From an optimization exercise on the open Yosys and OpenROAD flow, aimed at small area, a short achievable clock period and few clock cycles per item; shortcuts taken in it are not production practice.
RTL that was checked went through simulation tests only; none was proved equivalent to the original.

==> module FP16_div, before the edit <==
module FP16_div(
    input [15:0]data_dividend,
    input [15:0]data_divisor,
    input input_valid,
    input clk,
    input rst,
    output [15:0]data_q,
    output reg output_update,
    output reg idle
    );
    reg found;               
    reg st;                  
    reg qr1, qr2;            
    reg s;                   
    reg rnd;                 
    reg [12:0] X;            
    reg [10:0] D;            
    reg [6:0] E;             
    reg [9:0] M;             
    wire busy = ~idle;
    wire load = input_valid & idle;
    wire [4:0] ea = data_dividend[14:10];
    wire [4:0] eb = data_divisor[14:10];
    wire ea_nz = |ea;
    wire eb_nz = |eb;
    wire [12:0] X_in = {2'b00, ea_nz, data_dividend[9:0]};
    wire [10:0] D_in = {eb_nz, data_divisor[9:0]};
    wire [6:0] E_in = {2'b00, ea} + {2'b00, ~eb} + {6'd0, ~ea_nz} + {6'd0, eb_nz} + 7'b1101111;    
    wire sub = ~X[12];
    wire [11:0] Dm = {1'b0, D} ^ {12{sub}};                    
    wire [11:0] D2m = {D, 1'b0} ^ {12{sub}};                   
    wire [11:0] X2 = {X[10:0], 1'b0};
    wire [11:0] cs_s = X2 ^ Dm ^ D2m;
    wire [11:0] cs_c = (X2 & Dm) | (X2 & D2m) | (Dm & D2m);
    wire [11:0] T1 = X[11:0] + Dm + {11'd0, sub};              
    wire [11:0] A = {X[10:0], 1'b0} + Dm + {11'd0, sub};       
    wire [11:0] B = cs_s + {cs_c[10:0], 1'b0} + {10'd0, sub, 1'b0};   
    wire q1 = ~T1[11];
    wire [11:0] T2 = (q1 == sub) ? B : A;
    wire q2 = ~T2[11];
    wire Dz = ~|D;
    wire dn = ~D[10];
    wire signed [6:0] Es = E;
    wire e_ovf = Es >= 32;
    wire e31 = E == 7'd31;
    wire e_zero = Es <= -11;
    wire e_m10 = Es == -10;
    wire e_m9 = Es == -9;
    wire e_den = (Es >= -8) & (Es <= 0);
    wire e1 = E == 7'd1;
    wire e2 = E == 7'd2;
    wire [3:0] mk = 4'd2 - E[3:0];                    
    wire [10:0] marker = 11'd1 << mk;
    wire [6:0] Ep1 = E + 7'd1;
    wire [6:0] Em1 = E - 7'd1;
    wire [6:0] Em2 = E - 7'd2;
    reg f2;
    reg [6:0] E2;
    reg [10:0] M2;
    always @(*) begin
        f2 = 1'b1;
        E2 = E;
        M2 = {M[8:0], qr1, qr2};
        if (~found) begin
            if (e_den) begin
                E2 = 7'd0;
                M2 = marker | {9'd0, qr1, qr2};
            end else if (e1) begin
                E2 = {6'd0, qr1};
                M2 = {9'd0, 1'b1, qr2};
            end else if (e2) begin
                E2 = qr1 ? 7'd2 : {6'd0, qr2};
                M2 = {9'd0, qr1, qr1 ? qr2 : 1'b1};
            end else if (qr1) begin
                M2 = {9'd0, 1'b1, qr2};
            end else if (qr2) begin
                E2 = Em1;
                M2 = 11'd1;
            end else begin
                E2 = Em2;
                M2 = 11'd0;
                f2 = 1'b0;
            end
        end
    end
    wire ovf = Dz | (~dn & (st ? (~found & e31 & qr1) : e_ovf));
    wire zero = ~dn & ~st & e_zero;
    wire fin_b = ~dn & (st ? M2[10] : e_m10);         
    wire fin_a = ~dn & (st ? (M2[9] & ~M2[10]) : e_m9);          
    wire done = ovf | zero | fin_a | fin_b;
    always @(posedge clk) begin
        if (rst) begin
            idle <= 1'b1;
            output_update <= 1'b0;
        end else if (load) begin
            idle <= 1'b0;
            output_update <= 1'b0;
        end else begin
            idle <= idle | done;
            output_update <= busy & done;
        end
    end
    always @(posedge clk) begin
        if (load) begin
            X <= X_in;
            D <= D_in;
            st <= 1'b0;
        end else if (dn) begin
            D <= {D[9:0], 1'b0};
        end else begin
            X <= {T2, 1'b0};
            st <= 1'b1;
        end
        qr1 <= q1;
        qr2 <= q2;
        rnd <= (fin_b & q1) | (fin_a & q2);
    end
    always @(posedge clk) begin
        if (load) begin
            s <= data_dividend[15] ^ data_divisor[15];
            E <= E_in;
            M <= 10'd0;
            found <= 1'b0;
        end else if (ovf) begin
            E <= 7'd30;
            M <= 10'h3ff;
        end else if (dn) begin
            E <= Ep1;
        end else if (~st) begin
            if (zero | fin_a | fin_b) begin
                E <= 7'd0;
                M <= {9'd0, fin_a & q1};
            end
        end else begin
            E <= E2;
            found <= f2;
            M <= fin_a ? {M2[8:0], q1} : M2[9:0];
        end
    end
    wire [14:0] EM = {E[4:0], M};
    wire sat = EM == 15'h7bff;
    wire [14:0] V = EM + {14'd0, rnd & ~sat};
    wire rzero = ~|{EM, rnd};
    assign data_q = {s & ~rzero, V};
endmodule
clock: 5.0 ns
lec_check: 0
cap_margin: 20
core_margin: 2
core_utilization: 40
setup_slack_margin: 2.0
slew_margin: 20
standard.sh (not shown) runs the stock make flow with config.mk's settings and CLKGATE_MAP_FILE= SYNTH_SCRIPT=/design/flow/synth_recipe.tcl, a recipe that flattens the netlist after the stock synthesis.
==> flow/flow/run.sh <==
#!/bin/bash
# Standard layout, with the port buffers made from buf_2 cells.
set -euo pipefail
export BUFFER_PORTS_ARGS="-buffer_cell sky130_fd_sc_hd__buf_2"
bash standard.sh > standard.log 2>&1
The starting point produced a clean layout.
Rerun with:
--- a/flow/design.v
+++ b/flow/design.v
@@ -13,32 +13,31 @@
     reg st;                  
     reg qr1, qr2;            
     reg s;                   
     reg rnd;                 
     reg [12:0] X;            
     reg [10:0] D;            
+    reg [12:0] D3;           
     reg [6:0] E;             
     reg [9:0] M;             
     wire busy = ~idle;
     wire load = input_valid & idle;
     wire [4:0] ea = data_dividend[14:10];
     wire [4:0] eb = data_divisor[14:10];
     wire ea_nz = |ea;
     wire eb_nz = |eb;
     wire [12:0] X_in = {2'b00, ea_nz, data_dividend[9:0]};
     wire [10:0] D_in = {eb_nz, data_divisor[9:0]};
+    wire [12:0] D3_in = {2'b00, D_in} + {1'b0, D_in, 1'b0};
     wire [6:0] E_in = {2'b00, ea} + {2'b00, ~eb} + {6'd0, ~ea_nz} + {6'd0, eb_nz} + 7'b1101111;    
     wire sub = ~X[12];
     wire [11:0] Dm = {1'b0, D} ^ {12{sub}};                    
-    wire [11:0] D2m = {D, 1'b0} ^ {12{sub}};                   
-    wire [11:0] X2 = {X[10:0], 1'b0};
-    wire [11:0] cs_s = X2 ^ Dm ^ D2m;
-    wire [11:0] cs_c = (X2 & Dm) | (X2 & D2m) | (Dm & D2m);
+    wire [11:0] D3m = D3[11:0] ^ {12{sub}};                    
     wire [11:0] T1 = X[11:0] + Dm + {11'd0, sub};              
     wire [11:0] A = {X[10:0], 1'b0} + Dm + {11'd0, sub};       
-    wire [11:0] B = cs_s + {cs_c[10:0], 1'b0} + {10'd0, sub, 1'b0};   
+    wire [11:0] B = {X[10:0], 1'b0} + D3m + {11'd0, sub};      
     wire q1 = ~T1[11];
     wire [11:0] T2 = (q1 == sub) ? B : A;
     wire q2 = ~T2[11];
     wire Dz = ~|D;
     wire dn = ~D[10];
     wire signed [6:0] Es = E;
@@ -102,15 +101,17 @@
         end
     end
     always @(posedge clk) begin
         if (load) begin
             X <= X_in;
             D <= D_in;
+            D3 <= D3_in;
             st <= 1'b0;
         end else if (dn) begin
             D <= {D[9:0], 1'b0};
+            D3 <= {D3[11:0], 1'b0};
         end else begin
             X <= {T2, 1'b0};
             st <= 1'b1;
         end
         qr1 <= q1;
         qr2 <= q2;
The new run produced a clean layout.
Setup slack is better by 0.059 ns.
Wire length fell by 0.81%.
Count of clock-buffer cells in the layout rose by 4.
Synthesized cell count rose by 11%.
Testbench counts after the change, summed over its fixed seeds: cycles 51,570, items 8,000.
No functional check of the RTL was part of the first run of this note.

* * *

FP16_div, a different RTL version from the one above (not shown whole).
Size: roughly 570 cells after synthesis, about 48 flip-flops, ~53 I/O pins.
==> module FP16_div, before the edit <==
module FP16_div(
    input [15:0]data_dividend,
    input [15:0]data_divisor,
    input input_valid,
    input clk,
    input rst,
    output [15:0]data_q,
    output reg output_update,
    output reg idle
    );
    reg found;               
    reg st;                  
    reg qr1, qr2;            
    reg s;                   
    reg rnd;                 
    reg [11:0] X;            
    reg [10:0] D;            
    reg [6:0] E;             
    reg [9:0] M;             
    wire busy = ~idle;
    wire load = input_valid & idle;
    wire [4:0] ea = data_dividend[14:10];
    wire [4:0] eb = data_divisor[14:10];
    wire ea_nz = |ea;
    wire eb_nz = |eb;
    wire [11:0] X_in = {1'b0, ea_nz, data_dividend[9:0]};
    wire [10:0] D_in = {eb_nz, data_divisor[9:0]};
    wire [6:0] E_in = {2'b00, ea} + {2'b00, ~eb} + {6'd0, ~ea_nz} + {6'd0, eb_nz} + 7'b1101111;    
    wire [11:0] nD = ~{1'b0, D};
    wire [11:0] X2 = {X[10:0], 1'b0};
    wire [11:0] A = X[11:0] + nD + 12'd1;                      
    wire [11:0] B = X2 + nD + 12'd1;                           
    wire [11:0] D2 = {D, 1'b0};
    wire [11:0] Dd = {1'b0, D};
    wire [11:0] X2c = {X[10:0], 1'b1};
    wire [11:0] cs_s = X2c ^ Dd ^ D2;
    wire [11:0] cs_c = (X2c & ~(Dd & D2)) | ~(Dd | D2);
    wire [11:0] C = cs_s + {cs_c[10:0], 1'b0} + 12'd1;         
    wire q1 = ~A[11];
    wire q2 = q1 ? ~C[11] : ~B[11];
    reg [10:0] P;            
    always @(*) begin
        case ({q1, q2})
            2'b00: P = {X[9:0], 1'b0};
            2'b01: P = B[10:0];
            2'b10: P = {A[9:0], 1'b0};
            default: P = C[10:0];
        endcase
    end
    wire Dz = ~|D;
    wire dn = ~D[10];
    wire signed [6:0] Es = E;
    wire e_ovf = Es >= 32;
    wire e31 = E == 7'd31;
    wire e_zero = Es <= -11;
    wire e_m10 = Es == -10;
    wire e_m9 = Es == -9;
    wire e_den = (Es >= -8) & (Es <= 1);
    wire e1 = E == 7'd1;
    wire e_m8 = Es == -8;
    wire e_m7 = Es == -7;
    wire [3:0] mk = 4'd2 - E[3:0];                    
    wire [10:0] marker = 11'd1 << mk;
    wire [6:0] Eadj = E + (dn ? 7'd1 : {6'b111111, qr2});
    reg f2;
    reg [6:0] E2;
    reg [10:0] M2;
    always @(*) begin
        f2 = 1'b1;
        E2 = E;
        M2 = {M[8:0], qr1, qr2};
        if (~found) begin
            if (e_den) begin
                E2 = {6'd0, e1 & qr1};
                M2 = marker | {9'd0, qr1, qr2};
            end else if (qr1) begin
                M2 = {9'd0, 1'b1, qr2};
            end else if (qr2) begin
                E2 = Eadj;
                M2 = 11'd1;
            end else begin
                E2 = Eadj;
                M2 = 11'd0;
                f2 = 1'b0;
            end
        end
    end
    wire ovf = Dz | (~dn & (st ? (~found & e31 & qr1) : e_ovf));
    wire zero = ~dn & ~st & e_zero;
    wire fin_b = ~dn & (st ? (found ? M[8] : e_m8) : e_m10);               
    wire fin_a = ~dn & (st ? (found ? (M[7] & ~M[8]) : e_m7) : e_m9);     
    wire done = ovf | zero | fin_a | fin_b;
    always @(posedge clk) begin
        if (rst) begin
            idle <= 1'b1;
            output_update <= 1'b0;
        end else if (load) begin
            idle <= 1'b0;
            output_update <= 1'b0;
        end else begin
            idle <= idle | done;
            output_update <= busy & done;
        end
    end
    always @(posedge clk) begin
        if (load) begin
            X <= X_in;
            D <= D_in;
            st <= 1'b0;
        end else if (dn) begin
            D <= {D[9:0], 1'b0};
        end else begin
            X <= {P, 1'b0};
            st <= 1'b1;
        end
        qr1 <= q1;
        qr2 <= q2;
        rnd <= (fin_b & q1) | (fin_a & q2);
    end
    always @(posedge clk) begin
        if (load) begin
            s <= data_dividend[15] ^ data_divisor[15];
            E <= E_in;
            found <= 1'b0;
        end else if (ovf) begin
            E <= 7'd30;
        end else if (dn) begin
            E <= Eadj;
        end else if (~st) begin
            if (zero | fin_a | fin_b) E <= 7'd0;
        end else begin
            E <= E2;
            found <= f2;
        end
    end
    always @(posedge clk) begin
        if (load)
            M <= 10'd0;
        else if (ovf)
            M <= 10'h3ff;
        else if (dn)
            M <= 10'd0;
        else if (~st)
            M <= {9'd0, fin_a & q1};
        else
            M <= fin_a ? {M2[8:0], q1} : M2[9:0];
    end
    wire [14:0] EM = {E[4:0], M};
    wire sat = EM == 15'h7bff;
    wire [14:0] V = EM + {14'd0, rnd & ~sat};
    wire rzero = ~|{EM, rnd};
    assign data_q = {s & ~rzero, V};
endmodule
clock: 5.0 ns
lec_check: 0
cap_margin: 20
core_margin: 2
core_utilization: 40
setup_slack_margin: 1.75
slew_margin: 20
Scripts as last shown in full above: flow/flow/run.sh
Testbench counts at the start, summed over its fixed seeds: cycles 51,570, items 8,000.
Change:
--- a/flow/design.v
+++ b/flow/design.v
@@ -122,29 +122,23 @@
         if (load) begin
             s <= data_dividend[15] ^ data_divisor[15];
             E <= E_in;
+            M <= 10'd0;
             found <= 1'b0;
         end else if (ovf) begin
             E <= 7'd30;
+            M <= 10'h3ff;
         end else if (dn) begin
             E <= Eadj;
         end else if (~st) begin
-            if (zero | fin_a | fin_b) E <= 7'd0;
+            if (zero | fin_a | fin_b) begin
+                E <= 7'd0;
+                M <= {9'd0, fin_a & q1};
+            end
         end else begin
             E <= E2;
             found <= f2;
+            M <= fin_a ? {M2[8:0], q1} : M2[9:0];
         end
-    end
-    always @(posedge clk) begin
-        if (load)
-            M <= 10'd0;
-        else if (ovf)
-            M <= 10'h3ff;
-        else if (dn)
-            M <= 10'd0;
-        else if (~st)
-            M <= {9'd0, fin_a & q1};
-        else
-            M <= fin_a ? {M2[8:0], q1} : M2[9:0];
     end
     wire [14:0] EM = {E[4:0], M};
     wire sat = EM == 15'h7bff;
Outcome:
- via count climbs by 8.3%
- routed wire length climbs by 10%
- design area climbs by 3.3%
- hold slack degrades by 0.048 ns
- register-to-register slack hardly moves
No functional check of the RTL was part of the second run of this note.

==> separate check: timing with driven ports <==
The results above use ideal ports. As a check the final layouts listed here were re-extracted and re-timed, cells and wires unchanged.
Step 1 (the two cells are an assumption about what drives the block):
set clk [get_ports {clk}]
set_driving_cell -lib_cell sky130_fd_sc_hd__clkbuf_16 $clk
set_driving_cell -lib_cell sky130_fd_sc_hd__buf_2 [delete_from_list [all_inputs] $clk]
Step 2 times the ports against the registers' clock, not the clock port: input delays grow and output delays shrink by t, the midpoint of the rising clock arrivals with the driver on.
Slacks: ideal / step 1 / step 2; pairs: ideal / step 1.
| run | t (ns) | setup slack, ns | worst data-port slew with drivers (ns) |
|---|---|---|---|
| the first run of note 1 | 0.341 | 1.593 / 1.556 / 1.650 | 0.04 |
| the second run of note 1 | 0.371 | 1.652 / 1.610 / 1.722 | 0.04 |
| the first run of note 2 | 0.325 | 1.770 / 1.753 / 1.628 | 0.04 |
| the second run of note 2 | 0.338 | 1.783 / 1.783 / 1.602 | 0.04 |
After both steps every run listed still meets setup and hold. For the second run of note 2, which loses most, drivers alone change the setup slack by 0.000 ns; drivers and shift together by -0.181 ns.
